Source: an optimization exercise on an open RTL-to-GDS flow (aim: small area). Production flows keep margins and buffers that such runs may drop.
In this exercise RTL edits were held to simulation tests only and were not proved equivalent to the original.
Power and IR drop assume default switching activity.

==> flow/design.v <==
module motor_controle (
    input  logic clk,              
    input  logic rst,              
    input  logic sensor,           
    output logic led_red,led_green,
    output logic pino_buzzer,      
    output logic pino_in1,
    output logic pino_in2,
    output logic pino_in3,
    output logic pino_in4,
    output logic seg_a,
    output logic seg_b,
    output logic seg_c,
    output logic seg_d,
    output logic seg_e,
    output logic seg_f,
    output logic seg_g
);
    localparam CLK_FREQ_HZ = 200_000;  
    localparam TEMPO_MOTOR = 10;
    localparam integer VELOCIDADE_HZ = 1000;
    localparam integer CONTAGEM_VELOCIDADE = CLK_FREQ_HZ / VELOCIDADE_HZ;
    localparam DEBOUNCE_MS  = 20;
    localparam DEBOUNCE_MAX = (CLK_FREQ_HZ / 1000) * DEBOUNCE_MS;
    localparam DEBOUNCE_BITS = $clog2(DEBOUNCE_MAX);
    localparam TOM_FREQ_HZ = 2000;  
    localparam TOM_MEIO_PERIODO = CLK_FREQ_HZ / (TOM_FREQ_HZ * 2);
    localparam PULSO_FREQ_HZ = 1;  
    localparam PULSO_MEIO_PERIODO = CLK_FREQ_HZ / (PULSO_FREQ_HZ * 2);
    typedef enum logic [1:0] { IDLE, CONTANDO, MOTOR_ON } state_t;
    state_t state, next_state;
    logic [2:0] cont_objetos;
    logic [31:0] tempo_motor;
    logic [$clog2(CONTAGEM_VELOCIDADE)-1:0] passo_cnt;
    logic [2:0] passo_idx;
    logic [DEBOUNCE_BITS-1:0] debounce_cnt;
    logic sensor_filtrado;
    logic sensor_antigo_filtrado;
    logic pulso_limpo;
    logic [$clog2(TOM_MEIO_PERIODO)-1:0] tom_cnt;
    logic tom_onda;
    logic [$clog2(PULSO_MEIO_PERIODO)-1:0] pulso_cnt;
    logic pulso_onda;
    always_ff @(posedge clk) begin
        if (rst) begin
            debounce_cnt <= 0;
            sensor_filtrado <= 0;
            sensor_antigo_filtrado <= 0;
        end else begin
        if (sensor != sensor_filtrado) begin
            debounce_cnt <= 0;
        end 
        else if (debounce_cnt < DEBOUNCE_MAX) begin
            debounce_cnt <= debounce_cnt + 1;
        end
        if (debounce_cnt == DEBOUNCE_MAX) begin
            sensor_filtrado <= sensor;
        end
        sensor_antigo_filtrado <= sensor_filtrado;
        end
    end
    assign pulso_limpo = sensor_filtrado & ~sensor_antigo_filtrado;
    logic [3:0] passo_atual;
    always_comb begin
        case (passo_idx)
            3'd0: passo_atual = 4'b1000;
            3'd1: passo_atual = 4'b1100;
            3'd2: passo_atual = 4'b0100;
            3'd3: passo_atual = 4'b0110;
            3'd4: passo_atual = 4'b0010;
            3'd5: passo_atual = 4'b0011;
            3'd6: passo_atual = 4'b0001;
            default: passo_atual = 4'b1001;
        endcase
    end
    always_ff @(posedge clk) begin
        if (rst) begin
            tom_cnt <= 0;
            tom_onda <= 0;
        end else if (tom_cnt == TOM_MEIO_PERIODO - 1) begin
            tom_cnt <= 0;
            tom_onda <= ~tom_onda;
        end else begin
            tom_cnt <= tom_cnt + 1;
        end
    end
    always_ff @(posedge clk) begin
        if (rst) begin
            pulso_cnt <= 0;
            pulso_onda <= 0;
        end else if (pulso_cnt == PULSO_MEIO_PERIODO - 1) begin
            pulso_cnt <= 0;
            pulso_onda <= ~pulso_onda;
        end else begin
            pulso_cnt <= pulso_cnt + 1;
        end
    end
    always_ff @(posedge clk) begin
        if (rst) begin
            state <= IDLE;
            cont_objetos <= 0;
            tempo_motor <= 0;
            passo_cnt <= 0;
            passo_idx <= 0;
        end else begin
        state <= next_state;
        if (state != MOTOR_ON && pulso_limpo) begin
            if (cont_objetos < 5)
                cont_objetos <= cont_objetos + 1;
        end
        if (state == MOTOR_ON)
            tempo_motor <= tempo_motor + 1;
        else
            tempo_motor <= 0;
        if (state == MOTOR_ON) begin
            if (passo_cnt == CONTAGEM_VELOCIDADE - 1) begin 
                passo_cnt <= 0;
                passo_idx <= passo_idx + 1;
            end else
                passo_cnt <= passo_cnt + 1;
        end else begin
            passo_idx <= 0;
            passo_cnt <= 0;
        end
        if (state == MOTOR_ON && next_state == IDLE)
            cont_objetos <= 0;
        end
    end
    always_comb begin
        next_state = state;
        case (state)
            IDLE: begin
                if (cont_objetos > 0)
                    next_state = CONTANDO;
            end
            CONTANDO: begin
                if (cont_objetos == 5)
                    next_state = MOTOR_ON;
            end
            MOTOR_ON: begin
                if (tempo_motor >= (TEMPO_MOTOR * CLK_FREQ_HZ))
                    next_state = IDLE;
            end
        endcase
    end
    assign led_red   = (state == MOTOR_ON);
    assign led_green = ~(state == MOTOR_ON);
    assign pino_buzzer = tom_onda & pulso_onda & (state == MOTOR_ON);
    logic [3:0] padrao_motor;
    assign padrao_motor = (state == MOTOR_ON) ? passo_atual : 4'b0000;
    assign pino_in1 = padrao_motor[3];
    assign pino_in2 = padrao_motor[2];
    assign pino_in3 = padrao_motor[1];
    assign pino_in4 = padrao_motor[0];
    logic [6:0] seg_vetor;
    always_comb begin
        case (cont_objetos)
            0: seg_vetor = 7'b1000000;  
            1: seg_vetor = 7'b1111001;  
            2: seg_vetor = 7'b0100100;  
            3: seg_vetor = 7'b0110000;  
            4: seg_vetor = 7'b0011001;  
            5: seg_vetor = 7'b0010010;  
            default: seg_vetor = 7'b1111111;  
        endcase
    end
    assign seg_a = seg_vetor[0];
    assign seg_b = seg_vetor[1];
    assign seg_c = seg_vetor[2];
    assign seg_d = seg_vetor[3];
    assign seg_e = seg_vetor[4];
    assign seg_f = seg_vetor[5];
    assign seg_g = seg_vetor[6];
endmodule
==> flow/run.sh <==
#!/bin/bash
# synth_recipe.tcl (not shown) runs the flow's synth.tcl, then flattens the netlist and writes it again
# the make line also repeats each setting of config.mk as NAME=value (left out here)
make -C /OpenROAD-flow-scripts/flow DESIGN_CONFIG=/design/flow/config.mk WORK_HOME=/design/flow/orfs CLKGATE_MAP_FILE= SYNTH_SCRIPT=/design/flow/synth_recipe.tcl finish
==> flow/config.mk <==
export PLATFORM = sky130hd
export DESIGN_NAME = motor_controle
export DESIGN_NICKNAME = motor_controle
export VERILOG_FILES = /design/flow/design.v
export SDC_FILE = /design/flow/constraint.sdc
export NUM_CORES = 4
export LEC_CHECK = 0
export CAP_MARGIN = 20
export CORE_MARGIN = 2
export CORE_UTILIZATION = 40
export SLEW_MARGIN = 20
==> flow/constraint.sdc <==
create_clock -name core_clock -period 10.0 [get_ports {clk}]
set_input_delay 2.0000 -clock core_clock [delete_from_list [all_inputs] [get_ports {clk}]]
set_output_delay 2.0000 -clock core_clock [all_outputs]
set_load 0.01 [all_outputs]
==> flow_summary.json <==
{
  "grt_use_total_pct": 15.5,
  "routed-via-count": 3527,
  "rrSetupSlack_ps": 7590,
  "antenna_found_initial": 0,
  "hold_path.startpoint": "passo_cnt[0]$_SDFF_PP0_",
  "die_y_um": 108,
  "drtPass1Iterations": 4,
  "ctsHoldBuffers": 0,
  "die_area_mm2": 0.0117,
  "critPathKind": "reg -> out",
  "cts.clk_slew.worst_paths_ps": 80,
  "wl_per_cell_um": 12.7,
  "synth_seq_cells": 87,
  "min_to": "passo_cnt[0]$_SDFF_PP0_",
  "outcome": "no timing/DRC/antenna violations",
  "finalSetupTns_ps": 0,
  "antenna_left": 0,
  "rows": 37,
  "synth.lib_cells_used.distinct": 52,
  "p_total_w": 0.000597,
  "hold_viol_final": 0,
  "cp.required_ps": 8000,
  "synth_edf_count": 0,
  "clock_path_buffers": 2,
  "cellPowerDensity_mw_per_mm2": 126,
  "yosysSeqAreaShare_pct": 40.3,
  "synth_area_mm2": 0.00432,
  "synthArstFlopShare_pct": 0,
  "clkSinkCount": 87,
  "hold_depth": 1,
  "place.gp.congestion": 0.840,
  "start_util_pct": 41.5,
  "maxSlewViolCount": 0,
  "cts_made_buffers": 9,
  "final_common_cell": "dfxtp_1",
  "cp_cell_sequence": "inv_1 > ha_1 > or3_1 > nor2_1 > nor3_1 > a31oi_1 > clkdlybuf4s50_1",
  "grt_pass1_vias": 3356,
  "grt_start_max_net_pins": 36,
  "yosys.area.top_type_share_pct": 40.3,
  "period_needed_ps": 4650,
  "htreeDepth": 3,
  "avgSynthCellArea_um2": 8.48,
  "end_kind": "output pin",
  "syn_inst": 510,
  "path_max_fanout": 11,
  "rr_worst_depth": 4,
  "portBuffers": 16,
  "cap_violations": 0,
  "worstSetupStartpointType": "flop",
  "cts_tree": "yes",
  "n_fill_cell": 1048,
  "slowest_stage": "clkdlybuf4s50_1",
  "r2r_start": "tempo_motor[2]$_SDFF_PP0_",
  "r2r-end": "tempo_motor[18]$_SDFF_PP0_",
  "via_per_inst": 5.37,
  "fmax_mhz": 215,
  "post_cts_buffers": 0,
  "hp-class": "reg -> reg",
  "setup_violations": 0,
  "grt_pass1_wl_um": 14700,
  "ys_warn_count": 1,
  "drc": 0,
  "syn_nets": 531,
  "rsz0062_at_grt": "no",
  "hpwl_um": 5790,
  "die_x_um": 108,
  "io_pins": 17,
  "design.core.area_mm2": 0.0104,
  "grt-ovfl-total": 0,
  "ir_drop_mv": 0.0871,
  "p_leak_nw": 1.52,
  "synth_area_leader_cell": "dfxtp_1",
  "cts_root_buf": "clkbuf_8",
  "skew_ps": 8.47,
  "drtIter0Drc": 173,
  "post-route-period-util_pct": 46.5,
  "critical-path-max-stage-delay_ps": 560,
  "arrival_ps": 2650,
  "drive_gt1_share_pct": 4.80,
  "finalNetCount": 537,
  "final_cell_mix": "dfxtp_1 (87), nor2_1 (74), nand2_1 (29), a21oi_1 (29), nand3_1 (25)",
  "area_delta_synth_final_pct": 9.32,
  "ys_top_cells_by_area": "dfxtp_1 (40%), nor2_1 (6.4%), ha_1 (5.2%), xnor2_1 (4.9%), a21oi_1 (3.4%)",
  "synth-main-ff-cell": "dfxtp_1",
  "relSlewSlack_pct": 45.4,
  "insertion_delay_ps": 360,
  "worst_pin_slew_ps": 817,
  "diodes": 0,
  "cts_resized": 0,
  "routed_wl_um": 8330
}
worst max-delay path, delay by kind of cell (launching register included):
family | cells | cell delay (ps)
AND/OR/NAND/NOR | 3 | 600
buffers and inverters | 2 | 730
flip-flops | 1 | 510
AO/OA/AOI/OAI | 1 | 160
adder cells (fa/ha/maj) | 1 | 290
cell families (layout without fill, tap and decap cells):
kind of cell             Yosys count  after routing  synth area share [%]
buffers and inverters             47             58                  5.27
adder cells (fa/ha/maj)           18             18                  5.21
AO/OA/AOI/OAI                     89             89                  13.1
AND/OR/NAND/NOR                  225            225                  27.1
XOR/XNOR                          40             40                  8.10
multiplexers                       4              4                 0.926
flip-flops                        87             87                  40.3
cells in the mapped netlist, types with 2 or more instances:
cell	number
xor2_1	16
or3_1	11
clkbuf_1	14
o21ai_0	14
and4_1	4
xnor2_1	24
nand4_1	14
o22ai_1	2
dfxtp_1	87
a211oi_1	3
and3_1	9
or4_1	18
nor4_1	7
a21oi_1	29
a31oi_1	9
nor3_1	11
clkbuf_8	3
nor2_1	74
or2_2	2
nand2_1	29
nand2b_1	7
nand3_1	25
nor2b_1	2
and2_1	3
inv_1	24
buf_6	2
mux2i_1	4
buf_2	2
a221oi_1	4
o31ai_1	17
o211ai_1	2
ha_1	18
registers in the layout, summed over array words and instances (netlist names):
| signal | count |
|---|---|
| tom_cnt | 6 |
| tempo_motor | 32 |
| pulso_cnt | 17 |
| passo_cnt | 8 |
| debounce_cnt | 12 |
| tom_onda | 1 |
| pulso_onda | 1 |
| state | 2 |
| sensor_antigo_filtrado | 1 |
| sensor_filtrado | 1 |
| cont_objetos | 3 |
| passo_idx | 3 |
per-stage QoR:
step                util [%]  instance area [um^2]  setup WS, ps  std cells  hold WS (ps)
floorplan                  -                  4320          6470        510           413
detailed placement      43.5                  4530          5740        641           449
global placement        43.5                  4530          5800        641           424
global route            45.4                  4730          5180        657           505
finish                  45.4                  4730          5350        657           462
CTS                     45.3                  4720          5340        657           462
power by group:
part | internal (W) | switching [W] | total (W) | leakage, nW
clock network | 0.000117 | 0.000119 | 0.000236 | 0.0987
logic | 0.00000425 | 0.00000531 | 0.00000956 | 0.722
registers | 0.000349 | 0.00000248 | 0.000351 | 0.702
worst max-delay path by stage:
stage          cells past startpoint                         start  slack [ps]  endpoint
5_1_grt                            7  cont_objetos[2]$_SDFFE_PP0P_        5180     seg_e
3_3_place_gp                       7  cont_objetos[2]$_SDFFE_PP0P_        5800     seg_e
6_report                           7  cont_objetos[2]$_SDFFE_PP0P_        5350     seg_e
3_5_place_dp                       7  cont_objetos[2]$_SDFFE_PP0P_        5740     seg_e
4_1_cts                            7  cont_objetos[2]$_SDFFE_PP0P_        5340     seg_e
2_1_floorplan                      6  cont_objetos[0]$_SDFFE_PP0P_        6470     seg_e
layer usage:
| layer | GRT usage (%) | vias to the layer above | wire length (um) | part of all wire, % |
|---|---|---|---|---|
| met5 | 0 | - | 0 | 0 |
| li1 | - | 1825 | - | - |
| met3 | 3.80 | 12 | 277 | 3.3 |
| met2 | 26.9 | 46 | 3970 | 48 |
| met1 | 18.9 | 1644 | 3960 | 48 |
| met4 | 5.31 | 0 | 119 | 1.4 |
area by class of cell:
class	count	area, um^2	share of cell area [%]
multi-input cells	376	2360	49.9
flip-flops and latches	87	1740	36.8
clock buffers	14	183	3.86
well taps	136	170	3.60
repair buffers	17	168	3.55
inverters	25	93.8	1.99
clock inverters	2	12.5	0.265

[re-timing with driven ports]
No port has a modelled driver above. Below, the same layout with a new extraction and two added sets of constraints.
Step 1 assumes that a clkbuf_16 drives the clock port and a buf_2 every other input.
Step 2 also shifts input and output timing later by t, the mid clock arrival at the registers, as if the neighbouring blocks saw the same clock.
Three values: ideal ports, drivers, drivers and shift; two values: the first two.
t, ns: 0.385
setup slack, ns: 5.349 / 5.318 / 5.703
worst setup path at the end: register to output
After both steps setup and hold are still met in this run. For this run, drivers alone change the setup slack by -0.031 ns; drivers and shift together by +0.354 ns.
